This design comes from an exercise in tuning for small area on the open sky130 flow, not from production work. Power figures rest on the tool's default switching activity, not on a simulated workload.

Setup of v6:
==> flow/design.v <==
`timescale 1ns / 1ps
module top_module(
    input i_clk,
    input i_reset_btn,
    input i_wr_btn,
    input i_val_inc_btn,
    input i_val_dec_btn,
    input i_sel_inc_btn,
    input i_sel_dec_btn,
    output o_rs,
    output o_e,
    output [7:0] o_d
    );
    wire rst = ~i_reset_btn;
    reg [3:0] P;
    reg [3:0] a;
    reg [5:0] b;
    reg [1:0] q;
    reg [1:0] m;
    reg [3:0] R0, R1, R2, R3;
    reg [3:0] h;
    reg C, hc;
    reg wr;
    reg [1:0] sel;
    reg [4:0] d1, d2, d3;
    wire [4:0] pr = d2 & ~d3;    
    wire tk    = ~P[3] & ~P[2] & ~P[1] & ~P[0];      
    wire a12   = a[3] & a[2];
    wire wrap  = a12 & b[4] & b[3] & b[2];            
    wire at448 = wrap & ~b[0];                       
    wire e_tk  = a12 & b[4] & b[3] & ~b[2] & b[1] & b[0];    
    wire b34   = b[5] & b[1];
    wire f_ev  = at448 & P[3] & P[2] & ~P[1] & P[0];         
    wire [3:0] Pn = {P[3] ^ ~(P[2] | P[1] | P[0]), P[2] ^ ~(P[1] | P[0]), P[1] ^ ~P[0], ~P[0]};
    wire [5:0] bt;
    assign bt[0] = tk;
    assign bt[1] = tk & b[0];
    assign bt[2] = bt[1] & b[1];
    assign bt[3] = bt[2] & b[2];
    assign bt[4] = bt[3] & b[3];
    assign bt[5] = bt[4] & b[4];
    wire [5:0] bn = (b ^ bt) & {6{~(tk & (wrap | b34))}};
    wire ainc = tk & b34;
    wire [3:0] at;
    assign at[0] = ainc;
    assign at[1] = ainc & a[0];
    assign at[2] = at[1] & a[1];
    assign at[3] = at[2] & a[2];
    wire [3:0] an = (a ^ at) & {4{~(tk & wrap)}};
    wire [1:0] qn = (tk & wrap) ? {q[0], ~q[1] & ~q[0]} : q;
    wire edit_req = wr & (pr[1] | pr[2]);
    wire run_req  = (q == 2'd0) & ~wr;
    wire inc = ~e_tk | pr[1];
    wire units = P[0];
    wire wmax = units ? (R3[3] & R3[0]) : (R3[2] & R3[0]);        
    wire wmin = ~R3[2] & ~R3[1] & ~R3[0] & (~R3[3] | ~units);     
    wire w = inc ? wmax : wmin;
    wire [2:0] lo = w ? (inc ? 3'd0 : {units ? 3'd1 : 3'd5}) : (inc ? R3[2:0] + 1'b1 : R3[2:0] - 1'b1);
    wire b3u = w ? (~inc) : (inc ? (R3[3] | (R3[2] & R3[1] & R3[0])) : (R3[3] & (R3[2] | R3[1] | R3[0])));
    wire pm_tg = ~P[3] & P[2] & P[1] & ~P[0] & hc;                 
    wire [3:0] rdn = {units ? b3u : R3[3], lo};
    wire act = C & P[3];
    wire [3:0] rnew = rst ? 4'd0 : {act ? rdn[3] : (R3[3] ^ pm_tg), act ? lo : R3[2:0]};
    wire p12 = P[3] & P[2] & ~P[1] & ~P[0];
    wire p7  = ~P[3] & P[2] & P[1] & P[0];
    wire hh11 = h[3] & h[1] & h[0];
    wire hh_en = p7 & (e_tk ? (edit_req & (sel == 2'd2)) : C);
    always @(posedge i_clk) begin
        R0 <= rnew;
        R1 <= R0;
        R2 <= R1;
        R3 <= R2;
        P <= Pn | {4{rst}};
        a <= rst ? 4'd12 : an;
        b <= rst ? 6'd29 : bn;
        q <= rst ? 2'd0 : qn;
        if (rst) begin
            m <= 2'd0;
            h <= 4'd0;
            C <= 1'b0;
            hc <= 1'b0;
            wr <= 1'b0;
            sel <= 2'd0;
            d1 <= 5'd0; d2 <= 5'd0; d3 <= 5'd0;
        end else begin
            if (f_ev) begin
                d1 <= ~{i_sel_dec_btn, i_sel_inc_btn, i_val_dec_btn, i_val_inc_btn, i_wr_btn};
                d2 <= d1;
                d3 <= d2;
                wr <= wr ^ pr[0];
                if (pr[3]) sel <= sel + 1'b1;
                else if (pr[4]) sel <= sel - 1'b1;
                if (m != 2'd0) m <= {1'b1, edit_req};
                else m <= {1'b0, q == 2'd0};
            end
            if (p12 & at448 & run_req & m[1]) m[0] <= 1'b1;
            case (P)
                4'd12: C <= e_tk ? (edit_req & (sel == 2'd0)) : (at448 & run_req);
                4'd11, 4'd9: C <= C & w;
                4'd10: C <= e_tk ? (edit_req & (sel == 2'd1)) : (C & w);
                4'd8: C <= ~e_tk & C & w;
                4'd7: C <= 1'b0;
                default: ;
            endcase
            if (p7) hc <= e_tk ? (edit_req & (sel == 2'd3)) : (C & hh11);
            else hc <= 1'b0;
            if (hh_en) begin
                if (inc) h <= hh11 ? 4'd0 : h + 1'b1;
                else h <= (h == 4'd0) ? 4'd11 : h - 1'b1;
            end
        end
    end
    wire [1:0] slot = {a[3] | a[1], ~a[1] & (a[3] | a[0])};
    wire [1:0] stg = slot + ~P[1:0];
    reg [3:0] rd;
    always @(*) begin
        case (stg)
            2'd0: rd = R0;
            2'd1: rd = R1;
            2'd2: rd = R2;
            default: rd = R3;
        endcase
    end
    wire pm = rd[3];
    wire hh_t = h[3] & h[1];
    wire [3:0] hh_u = {h[3] & ~hh_t, h[2:1] & {2{~hh_t}}, h[0]};
    wire [3:0] D = (~a[3] & ~a[2]) ? (a[1] ? hh_u : {3'd0, hh_t}) : {rd[3] & ~(a[1] & a[0]), rd[2:0]};
    wire mA   = (m == 2'b00);
    wire a0z  = ~a[3] & ~a[2] & ~a[1] & ~a[0];
    wire a_ch = ~a0z & ~a12;                         
    wire mB   = (m == 2'b01);
    wire mN1  = (m == 2'b11);
    wire w_char = a_ch & ((mB & (b == 6'd5)) | (mN1 & (b == 6'd0)));
    wire w_set  = a0z & ((mB & (b == 6'd6)) | (mN1 & (b == 6'd1)));
    wire w_pu   = mA & (((q == 2'd1) & ((a0z & ((b == 6'd0) | (b == 6'd33))) |
                                        ((a == 4'd1) & (b == 6'd30)) |
                                        ((a == 4'd2) & (b == 6'd27)))) |
                        ((q == 2'd0) & a12 & (b == 6'd3)));
    wire wt = w_char | w_set | w_pu;
    assign o_e = wt & P[3] & ~(P[2] & P[1] & P[0]);
    assign o_rs = ~mA & ~a0z;
    wire a1011 = a[3] & a[1];                                    
    wire col = (~a[3] & ~a[2] & a[1] & a[0]) | (a[2] & a[1] & ~a[0]);    
    wire dg = ~a0z & ~a1011 & ~(a[3] & a[0]) & ~col;             
    assign o_d[7] = ~mA & a0z;
    assign o_d[6] = ~mA & a1011;
    assign o_d[5] = ~(mA ^ a0z) & ~a1011;
    assign o_d[4] = mA ? a0z : ((~a[3] & ~a0z) | (a[3] & ~a[0] & (~a[1] | pm)));
    wire [3:0] cA = a0z ? 4'b1000 : a[3] ? 4'b0110 : a[1] ? 4'b0001 : 4'b1100;
    wire [3:0] cN = col ? 4'b1010 : (a[3] & a[1] & a[0]) ? 4'b1101 : a1011 ? {3'b000, ~pm} : 4'b0000;
    assign o_d[3:0] = mA ? cA : (dg ? D : cN);
endmodule
export LEC_CHECK = 0
export CAP_MARGIN = 20
export CORE_MARGIN = 2
export CORE_UTILIZATION = 40
export SLEW_MARGIN = 20
create_clock -name core_clock -period 10.0 [get_ports {i_clk}]
standard.sh (not shown) runs the stock make flow with config.mk's settings and CLKGATE_MAP_FILE= SYNTH_SCRIPT=/design/flow/synth_recipe.tcl, a recipe that flattens the netlist after the stock synthesis.
==> flow/flow/run.sh <==
#!/bin/bash
# Standard ORFS layout with three changes that only affect cell area:
#  - synthesis's ABC step runs an area-only script (flow/abc_area.script:
#    choice + amap, no buffering or upsizing); the synthesis is otherwise
#    the standard flow's own (synth_recipe.tcl), so the registers are the standard ones;
#  - ports are buffered (as standard) but with the smallest buffer;
#  - CTS uses small clock buffers and no dummy loads.
set -euo pipefail
W=$PWD
rm -rf "$W/myscripts"
cp -r "$FLOW_HOME/scripts" "$W/myscripts"
cp "$W/flow/abc_area.script" "$W/myscripts/abc_area.script"
bash standard.sh SCRIPTS_DIR="$W/myscripts" ABC_AREA=1 synth > "$W/synth.log" 2>&1
bash standard.sh "BUFFER_PORTS_ARGS=-buffer_cell sky130_fd_sc_hd__buf_1" \
  "CTS_ARGS=-sink_clustering_enable -repair_clock_nets -dont_use_dummy_load -buf_list sky130_fd_sc_hd__clkbuf_4 -root_buf sky130_fd_sc_hd__clkbuf_4 -sink_clustering_size 30" \
  finish > "$W/layout.log" 2>&1
==> flow/flow/abc_area.script <==
strash
dch
amap
topo
v6 went all the way through the flow, and no timing, DRC or antenna check failed.
### v6 -> v7
diff --git a/flow/flow/run.sh b/flow/flow/run.sh
--- a/flow/flow/run.sh
+++ b/flow/flow/run.sh
@@ -14,3 +14,3 @@
 bash standard.sh "BUFFER_PORTS_ARGS=-buffer_cell sky130_fd_sc_hd__buf_1" \
-  "CTS_ARGS=-sink_clustering_enable -repair_clock_nets -dont_use_dummy_load -buf_list sky130_fd_sc_hd__clkbuf_4 -root_buf sky130_fd_sc_hd__clkbuf_4 -sink_clustering_size 30" \
+  "CTS_ARGS=-sink_clustering_enable -repair_clock_nets -dont_use_dummy_load -buf_list sky130_fd_sc_hd__clkbuf_4 -root_buf sky130_fd_sc_hd__clkbuf_4 -sink_clustering_size 30 -sink_clustering_max_diameter 200" \
   finish > "$W/layout.log" 2>&1
- Between v7 and v6, the worst endpoint required time does not differ in any meaningful way.
- Diff v7..v6 | maximum operating frequency | unchanged
- There was hardly any difference in power drawn by the combinational cells between v7 and v6.
Function was not checked in any run of this note: the RTL went through the layout flow alone.

## separate check: timing with driven ports
No port has a modelled driver above. Below, the same layouts with a new extraction and two added sets of constraints. Step 1: set_driving_cell puts a clkbuf_16 on i_clk and a buf_2 on each other input, an assumption about the parent block. Step 2 moves the port delays by t, midway between the first and last clock arrival at a register: inputs arrive t later, outputs are due t later. That takes back most of the time a late clock gives input paths. Three values: no drivers, after step 1, after step 2; two values: the first two.
run | t (ns) | slack for setup (ns) | slew at the worst register clock pin (ns)
v6 | 0.427 | 4.826 / 4.795 / 5.222 | 0.12 / 0.12
v7 | 0.427 | 4.826 / 4.795 / 5.222 | 0.12 / 0.12
After both steps setup and hold are still met in every run listed.
